Background: an optimization exercise with open tools, aiming at small area. Do not read the settings as production practice. Only simulation tests tie the RTL to the original design; equivalence was not proved. No activity file was given, so power comes from the tool's default toggle rates.

$ cat design.v
module L2RnR2L(clk8,reset8,frame_busy,cmd_inst,cmd_data,neo_size,sizeplus1,
   l2r_data,l2r_done,l2r_go);
   input clk8;
   input reset8;
   input frame_busy;
   input [3:0] cmd_inst;
   input [27:0] cmd_data;
   input [7:0] neo_size;
   input [7:0] sizeplus1;
   output l2r_done;
   output [25:0] l2r_data;
   output l2r_go;
   localparam s_cmd   = 4'b0000;  
   localparam s_start = 4'b0001;
   localparam s_addr  = 4'b0011;
   localparam s_lim   = 4'b0010;
   localparam s_cmp   = 4'b0110;
   localparam s_color = 4'b0111;
   localparam s_go1   = 4'b0101;  
   localparam s_go    = 4'b1110;
   localparam s_busy1 = 4'b1100;
   localparam s_busy  = 4'b1101;
   localparam s_done  = 4'b1001;
   localparam s_cmd1  = 4'b1000;  
   localparam i_init  = 3'b000;
   localparam i_start = 3'b001;
   localparam i_addr  = 3'b011;
   localparam i_loop  = 3'b010;
   localparam i_iter  = 3'b110;
   localparam i_nexte = 3'b111;  
   localparam i_next  = 3'b101;
   localparam i_pause = 3'b100;  
   reg [3:0] mainsm;
   reg [2:0] iteraysm;
   reg [2:0] num_lites;
   reg [7:0] brite;
   reg wrap;             
   reg [4:0] la;         
   reg [7:0] lb;         
   reg [3:0] lc;         
   reg cmp_left, cmp_rite;
   reg [4:0] inner_rite_lite;
   reg [4:0] inner_rite_lim;
   reg [4:0] iteray;
   reg iteray_up;
   reg [11:0] random;
   reg [2:0] dcode;      
   assign l2r_data = {1'b0, la, lb, lc[3], 3'b000, lc[2], {3{lc[1]}}, {4{lc[0]}}};
   wire is_cmd1   = mainsm[3] & ~mainsm[2] & ~mainsm[0];                
   wire is_cmp    = ~mainsm[3] & mainsm[2] & mainsm[1] & ~mainsm[0];    
   assign l2r_done = is_cmd1;
   assign l2r_go   = mainsm[3] & mainsm[2] & ~mainsm[0];                
   wire cmdlike   = ~mainsm[2] & ~mainsm[1] & ~mainsm[0];               
   wire sel_color = ~mainsm[3] & mainsm[2] & ~mainsm[1];               
   wire pend      = ~mainsm[3];
   wire iteray_done = (iteraysm == i_pause);
   wire iteray_en   = (iteraysm == i_nexte);
   function ge5(input [4:0] x, input [4:0] y);
      integer i; reg c;
      begin
         c = 1'b1;
         for (i = 0; i < 5; i = i + 1)
            c = (x[i] & ~y[i]) | (x[i] & c) | (~y[i] & c);
         ge5 = c;
      end
   endfunction
   function [4:0] sub5(input [4:0] x, input [4:0] y);
      integer i; reg c;
      begin
         c = 1'b1;
         for (i = 0; i < 5; i = i + 1) begin
            sub5[i] = x[i] ^ ~y[i] ^ c;
            c = (x[i] & ~y[i]) | (x[i] & c) | (~y[i] & c);
         end
      end
   endfunction
   function [4:0] add5(input [4:0] x, input [4:0] y);
      integer i; reg c;
      begin
         c = 1'b0;
         for (i = 0; i < 5; i = i + 1) begin
            add5[i] = x[i] ^ y[i] ^ c;
            c = (x[i] & y[i]) | (x[i] & c) | (y[i] & c);
         end
      end
   endfunction
   wire [4:0] inc  = la + 1'b1;
   wire [4:0] addr_p = wrap ? 5'd0 : inc;      
   wire [4:1] addr = pend ? addr_p[4:1] : la[4:1];
   wire at_max = (la == neo_size[4:0]);
   wire pend16 = pend & ~wrap & (la == 5'd15);
   always @ (posedge clk8 or posedge reset8)
   begin
      if (reset8)
         mainsm <= s_cmd;
      else
         case (mainsm)
            s_cmd, s_cmd1:
               if (cmd_inst == 4'h6) mainsm <= s_start;
               else mainsm <= s_cmd;
            s_start: mainsm <= s_addr;
            s_addr:  mainsm <= s_lim;
            s_lim:   mainsm <= s_cmp;
            s_cmp:   mainsm <= s_color;
            s_color: mainsm <= s_go1;
            s_go1, s_go:
               if (frame_busy) mainsm <= s_busy1;
               else mainsm <= s_go;
            s_busy1, s_busy:
               if (!frame_busy) mainsm <= s_done;
               else mainsm <= s_busy;
            s_done:  mainsm <= s_cmd1;
            default: mainsm <= s_cmd;
         endcase
   end
   always @ (posedge clk8 or posedge reset8)
   begin
      if (reset8)
         begin
            wrap <= 1'b1;
         end
      else
         begin
            if (is_cmd1)
               wrap <= at_max;
         end
   end
   always @ (posedge clk8)
   begin
      if (cmdlike)
         begin
            num_lites <= cmd_data[22:20];
            brite     <= cmd_data[19:12];
         end
   end
   wire [4:0] left_addr_hi = add5({2'b00, num_lites}, iteray);
   wire [4:0] rite_addr_lo = sub5(inner_rite_lim, iteray);
   wire [4:0] rite_addr_hi = sub5(neo_size[4:0], iteray);
   wire [4:0] cl_d = sub5(addr_p, iteray);
   wire cl_c1 = iteray[0] & num_lites[0];
   wire cl_c2 = (iteray[1] & num_lites[1]) | (iteray[1] & cl_c1) | (num_lites[1] & cl_c1);
   wire cl_c3 = (iteray[2] & num_lites[2]) | (iteray[2] & cl_c2) | (num_lites[2] & cl_c2);
   wire cl_b = ge5(addr_p, iteray) & ~(iteray[4] & iteray[3] & cl_c3) & ~cl_d[4] & ~cl_d[3] & ge5({2'b00, num_lites}, {2'b00, cl_d[2:0]});
   always @ (posedge clk8)
   begin
      if (is_cmp)
         begin
            cmp_left <= cl_b;
            cmp_rite <= ge5(addr_p, rite_addr_lo) & ge5(rite_addr_hi, addr_p);
         end
   end
   always @ (posedge clk8 or posedge reset8)
   begin
      if (reset8)
         iteraysm <= i_init;
      else
         case (iteraysm)
            i_init:
               if (sel_color) iteraysm <= i_start;
            i_start: iteraysm <= i_addr;
            i_addr:
               if (addr[4:3] == 2'b01) iteraysm <= i_loop;
            i_loop:
               if (iteray_up == 1'b0 && iteray == 5'b00000)
                  iteraysm <= i_pause;
               else
                  iteraysm <= i_iter;
            i_iter: iteraysm <= i_nexte;
            i_nexte, i_next:
               if (addr[4]) iteraysm <= i_addr;
               else iteraysm <= i_next;
            i_pause:
               if (is_cmd1 && at_max) iteraysm <= i_init;
         endcase
   end
   always @ (posedge clk8)
   begin
      if (iteraysm == i_start)
         inner_rite_lite <= sub5(sizeplus1[4:0], {2'b00, num_lites});
   end
   always @ (posedge clk8 or posedge reset8)
   begin
      if (reset8)
         inner_rite_lim <= 5'b00000;
      else if (iteraysm == i_start)
         inner_rite_lim <= sub5(neo_size[4:0], {2'b00, num_lites});
   end
   wire it_eq  = (iteray == inner_rite_lite);
   wire it_dec = ~iteray_up | it_eq;
   wire [4:0] it_z = iteray ^ {5{it_dec}};
   wire [4:0] it_t;
   assign it_t[0] = iteray_en;
   assign it_t[1] = it_t[0] & it_z[0];
   assign it_t[2] = it_t[1] & it_z[1];
   assign it_t[3] = it_t[2] & it_z[2];
   assign it_t[4] = it_t[3] & it_z[3];
   always @ (posedge clk8 or posedge reset8)
   begin
      if (reset8)
         begin
            iteray    <= 5'b00000;
            iteray_up <= 1'b1;
         end
      else
         begin
            if (iteray_en == 1'b1 && it_eq)
               iteray_up <= 1'b0;
            else if (iteray_done == 1'b1)
               iteray_up <= 1'b1;
            iteray <= iteray ^ it_t;
         end
   end
   wire feedback = random[10] ~^ random[9];
   wire [1:0] nx_code = pend16 ? random[10:9] : random[11:10];
   always @ (posedge clk8 or posedge reset8)
   begin
      if (reset8)
         begin
            random   <= 12'h563;
            dcode[2] <= 1'b0;
         end
      else
         begin
            if (sel_color & pend16)
               random <= {random[10:0], feedback};
            if (iteray_done)
               dcode[2] <= 1'b1;
         end
   end
   always @ (posedge clk8)
   begin
      if (iteray_done)
         dcode[1:0] <= nx_code;
   end
   reg [3:0] rite_c, left_c, mix_c;
   always @*
   begin
      if (!dcode[2])
         begin
            rite_c = 4'b0110;
            left_c = 4'b0001;
            mix_c  = 4'b0111;
         end
      else
         case (dcode[1:0])
            2'b00:   begin rite_c = 4'b0001; left_c = 4'b0100; mix_c = 4'b0101; end
            2'b01:   begin rite_c = 4'b0001; left_c = 4'b1000; mix_c = 4'b1001; end
            2'b10:   begin rite_c = 4'b1001; left_c = 4'b0101; mix_c = 4'b1101; end
            default: begin rite_c = 4'b0110; left_c = 4'b1000; mix_c = 4'b1110; end
         endcase
   end
   wire mixed = cmp_left & cmp_rite;
   reg [7:0] lb_d;
   reg bc, bh;
   integer k;
   always @*
   begin
      bc = 1'b0;
      for (k = 0; k < 8; k = k + 1)
         begin
            bh = (k < 7) ? (brite[k+1] & mixed) : 1'b0;
            lb_d[k] = brite[k] ^ bh ^ bc;
            bc = (brite[k] & bh) | (brite[k] & bc) | (bh & bc);
         end
   end
   always @ (posedge clk8 or posedge reset8)
   begin
      if (reset8)
         begin
            la <= 5'b00000;
            lb <= 8'h00;
            lc <= 4'h0;
         end
      else if (sel_color)
         begin
            la <= addr_p;
            lb <= lb_d;
            case ({cmp_left, cmp_rite})
               2'b00: lc <= 4'h0;
               2'b01: lc <= rite_c;
               2'b10: lc <= left_c;
               2'b11: lc <= mix_c;
            endcase
         end
   end
endmodule
$ cat flow/run.sh
#!/bin/bash
# Layout flow: the standard flow, with three changes in how the layout
# is made:
#  1. after the standard synthesis, the combinational logic is mapped again
#     with a stronger ABC script (flow/reopt.tcl, flow/deepsyn.abc); every
#     register, and the adder and tie cells, stay the standard synthesis's
#     instances with their names and cell types;
#  2. the port buffers are the smallest buffer, sky130_fd_sc_hd__buf_1;
#  3. the clock tree uses sky130_fd_sc_hd__clkbuf_4 and no dummy loads.
set -euo pipefail
export BUFFER_PORTS_ARGS="-buffer_cell sky130_fd_sc_hd__buf_1"
export CTS_ARGS="-sink_clustering_enable -repair_clock_nets -dont_use_dummy_load -buf_list sky130_fd_sc_hd__clkbuf_4"

bash standard.sh synth > standard_synth.log 2>&1

R=orfs/results/$FLOW_PLATFORM/L2RnR2L/base
YOSYS=yosys
if [[ -x $FLOW_HOME/../tools/install/yosys/bin/yosys ]]; then
  YOSYS=$FLOW_HOME/../tools/install/yosys/bin/yosys
fi
cp $R/1_2_yosys.v std_1_2_yosys.v
export REOPT_LIB=$FLOW_HOME/platforms/$FLOW_PLATFORM/lib/sky130_fd_sc_hd__tt_025C_1v80.lib
export REOPT_IN=$PWD/std_1_2_yosys.v
export REOPT_OUT=$PWD/reopt_1_2_yosys.v
export REOPT_SCRIPT=$PWD/flow/deepsyn.abc
export DONT_USE_LIST="$(sed -n '/DONT_USE_CELLS/,/^$/p' $FLOW_HOME/platforms/$FLOW_PLATFORM/config.mk | grep -o 'sky130_fd_sc_hd__[a-z0-9_]*' | tr '\n' ' ')"
if $YOSYS -c flow/reopt.tcl > reopt.log 2>&1 && [[ -s $REOPT_OUT ]]; then
  cp $REOPT_OUT $R/1_2_yosys.v
else
  echo "re-mapping failed; keeping the standard synthesis netlist" >> reopt.log
fi

bash standard.sh > standard.log 2>&1
$ cat flow/deepsyn.abc
strash
&get -n
&st
&deepsyn -T 40
&st
&dch
&nf -R 1000
&put
$ cat flow/reopt.tcl
# Re-map the combinational logic of the standard synthesis netlist with a
# stronger ABC script. Registers (and the full/half adders and tie cell)
# stay the standard synthesis's instances, with their names and cell types.
set lib $::env(REOPT_LIB)
yosys read_liberty -ignore_miss_func $lib
yosys read_liberty -lib -ignore_redef $lib
yosys blackbox sky130_fd_sc_hd__df* sky130_fd_sc_hd__edf* sky130_fd_sc_hd__conb_1 sky130_fd_sc_hd__fa_* sky130_fd_sc_hd__ha_*
yosys read_verilog $::env(REOPT_IN)
yosys hierarchy -top L2RnR2L
yosys flatten
yosys opt -purge
set du {}
foreach c $::env(DONT_USE_LIST) { lappend du -dont_use $c }
yosys abc -liberty $lib {*}$du -script $::env(REOPT_SCRIPT)
yosys read_liberty -lib -ignore_redef $lib
yosys opt_clean -purge
yosys splitnets
yosys opt_clean -purge
yosys rename -hide w:*.*
yosys insbuf -buf sky130_fd_sc_hd__buf_4 A X
yosys hierarchy -top L2RnR2L
yosys check -assert
yosys tee -o $::env(REOPT_OUT).stat stat -liberty $lib
yosys select L2RnR2L
yosys write_verilog -noattr -nohex -nodec -selected $::env(REOPT_OUT)
$ cat standard.sh
#!/bin/bash
# synth_recipe.tcl (not shown) runs the flow's synth.tcl, then flattens the netlist and writes it again
# the make line also repeats each setting of config.mk as NAME=value (left out here)
make -C /OpenROAD-flow-scripts/flow DESIGN_CONFIG=/design/flow/config.mk WORK_HOME=/design/flow/orfs CLKGATE_MAP_FILE= SYNTH_SCRIPT=/design/flow/synth_recipe.tcl "${@:-finish}"
$ cat config.mk
export PLATFORM = sky130hd
export DESIGN_NAME = L2RnR2L
export DESIGN_NICKNAME = L2RnR2L
export VERILOG_FILES = /design/flow/design.v
export SDC_FILE = /design/flow/constraint.sdc
export NUM_CORES = 4
export LEC_CHECK = 0
export CAP_MARGIN = 20
export CORE_MARGIN = 2
export CORE_UTILIZATION = 70
export PLACE_DENSITY = 0.85
export SLEW_MARGIN = 20
$ cat constraint.sdc
create_clock -name core_clock -period 10.0 [get_ports {clk8}]
set_input_delay 2.0000 -clock core_clock [delete_from_list [all_inputs] [get_ports {clk8}]]
set_output_delay 2.0000 -clock core_clock [all_outputs]
set_load 0.01 [all_outputs]
==> results.txt <==
Pwr per Cell Area 294 nW/µm²; post-CTS setup buffer count 0; crit end category flop; internal cell power 676 µW; outcome complete, no violations; CTS root buffer clkbuf_4; HP Class flop to flop; placed cells 465; WS Path Type input pin to flop; antenna violations before repair 0; Register Area 1840 µm²; Final Hold Violating Endpoints 0; cell row count 27; Clk pwr share 0.106; Ant. Diodes 0; Hold Path Sink lb[2]; Global Route Usage Sum 0.269; Core Util, Final 0.752; Final period util 0.400; DP HPWL 5330 µm; Multi-input gate area 1720 µm²; Sink Count 69; R2R Path End lb[6]; CTS tree built; hold_sp lb[2]; Reg2Reg Depth 12; worst slew pin tran 1.00 ns; Final Non-Filler Cells 474; CP Data Required Time 10.15 ns; max_slew headroom 0.330; RSZ-0062 raised after global routing false; max-capacitance violation count 0; remaining routing DRC violations 0; Switching Share 0.437; synthesized area 3890 µm²; fraction of layout instances using a drive strength above 1 0.0547; Final Max Tran Viols 0; Resized cells post-CTS 0; Period minus WS final 4.00 ns; core area 5440 µm²; Max Root-Sink Buffers 2; TritonCTS Buffers 9; Overflow after GRT 0; fin nets 485; WP data arrival 4.15 ns; DR vias 2766; Critical Path, Cell by Cell buf_1 > clkinv_1 > ha_1 > clkinv_1 > fa_1 > fa_1 > fa_1 > o22ai_1 > o22ai_1 > a21oi_1 > a211oi_1; hold depth 2; Comb pwr share 0.464; Layout area overhead 4.98%; most frequent cells in the layout 51 x buf_1, 41 x dfrtp_1, 40 x clkinv_1; Peak VDD IR 170 µV; hold_buf cts 0; synth warn 1; skew final 0.0384 ns; setup TNS 0 ns; antenna viol nets, final 0; largest net degree at the start of global routing 50; start of the worst register-to-register path cmp_left; clock latency (worst-skew pair) 0.42 ns; CP max FO 3; first-pass GRT wire length 12700 µm; port buffer count 51; Syn Area/Cell 10.8 µm²; WL/cell 15.1 µm; Final Total Pwr 1.20 mW; # IOs 79; vias per inst 5.84; routability-driven placement congestion ratio 0.890; DRT Pass-1 Iters 4; Die Wd 78.6 µm; CP peak stage delay 0.48 ns; sequential share of power 0.429; Initial Util 0.716; f_max 250 MHz; clock slew at reported path FFs 0.09 ns; total net switching power 525 µW; Gate Count Post-Synth 362; r2r setup slk 6.54 ns; critical path launch point type input pin; most frequent CP cell fa_1; initial DRC count 157; Die H 78.6 µm; total leakage power 1.64 nW; Die ar. 6170 µm²; vias in the first global route 2959; CP max stage cell fa_1; fillers 411; Total Wirelength 7140 µm; H-tree Lvls 3; commonest non-fill, non-tap cell in the layout buf_1; final setup fails 0
-- critical path: cells and delay by family --
kind            cells  cell delay, ns
fa+ha+maj           4            1.41
compound gates      4            0.49
buf+inv             3            0.24
-- how the worst max path moves through the flow --
stage / slack, ns / from / end
6_report: 6.00 / neo_size[0] / cmp_rite
5_1_grt: 5.92 / neo_size[0] / cmp_rite
4_1_cts: 6.02 / neo_size[0] / cmp_rite
3_5_place_dp: 5.61 / neo_size[0] / cmp_rite
3_3_place_gp: 5.68 / neo_size[0] / cmp_rite
2_1_floorplan: 5.88 / neo_size[0] / cmp_rite
-- registers in the layout, indices dropped and copies added, names as in the netlist, 3 cells and up --
register	cells
brite	8
dcode	3
inner_rite_lim	5
inner_rite_lite	5
iteray	5
iteraysm	3
la	5
lb	8
lc	4
mainsm	4
num_lites	3
random	12
-- metal layers --
layer	vias to the layer above	global-route usage	part of all wire	routed length (µm)
met2	92	0.446	0.50	3570
met5	-	0	0	0
met3	33	0.0655	0.048	339
met4	0	0.147	0.041	295
li1	1300	-	-	-
met1	1341	0.322	0.41	2930
-- power groups by stage --
stage | sequential, mW | clock [mW] | combinational [mW]
2_1_floorplan | 0.486 | 0 | 0.473
3_3_place_gp | 0.511 | 0 | 0.521
3_5_place_dp | 0.518 | 0 | 0.557
4_1_cts | 0.513 | 0.128 | 0.560
5_1_grt | 0.534 | 0.139 | 0.650
6_report | 0.515 | 0.128 | 0.557
-- layout make-up --
| cell class | count | area share |
|---|---|---|
| clock buffer | 9 | 0.0165 |
| inverter | 41 | 0.0380 |
| multi-input combinational | 229 | 0.422 |
| sequential | 69 | 0.449 |
| tap | 72 | 0.0220 |
| timing repair buffer | 54 | 0.0523 |
-- stage by stage --
stage / worst slack (ns) / hold slack [ns] / instance area, µm²
3_3_place_gp: 5.68 / 0.456 / 4020
5_1_grt: 5.92 / 0.511 / 4090
4_1_cts: 6.02 / 0.496 / 4090
3_5_place_dp: 5.61 / 0.473 / 4020
6_report: 6.00 / 0.491 / 4090
2_1_floorplan: 5.88 / 0.443 / 3910

[port drivers added, routing unchanged]
In the flow no input, the clock included, has a driving cell. The finished layout below was timed again as built, in two steps.
Step 1: set_driving_cell puts a clkbuf_16 on clk8 and a buf_2 on each other input, an assumption about the parent block.
Step 2 also shifts input and output timing later by t, the mid clock arrival at the registers, as if the neighbouring blocks saw the same clock.
Slacks: no drivers / after step 1 / after step 2; pairs: no drivers / after step 1.
t, ns: 0.424
slack for setup (ns): 5.997 / 6.000 / 5.575
worst register clock-pin slew, ns: 0.11 / 0.11
worst slew at a driven data input, ns: 0.03
pins driven straight from the clock port: 1
After both steps this run still meets setup and hold. The setup slack of this run moves by +0.003 ns with the drivers and by -0.422 ns with both steps.
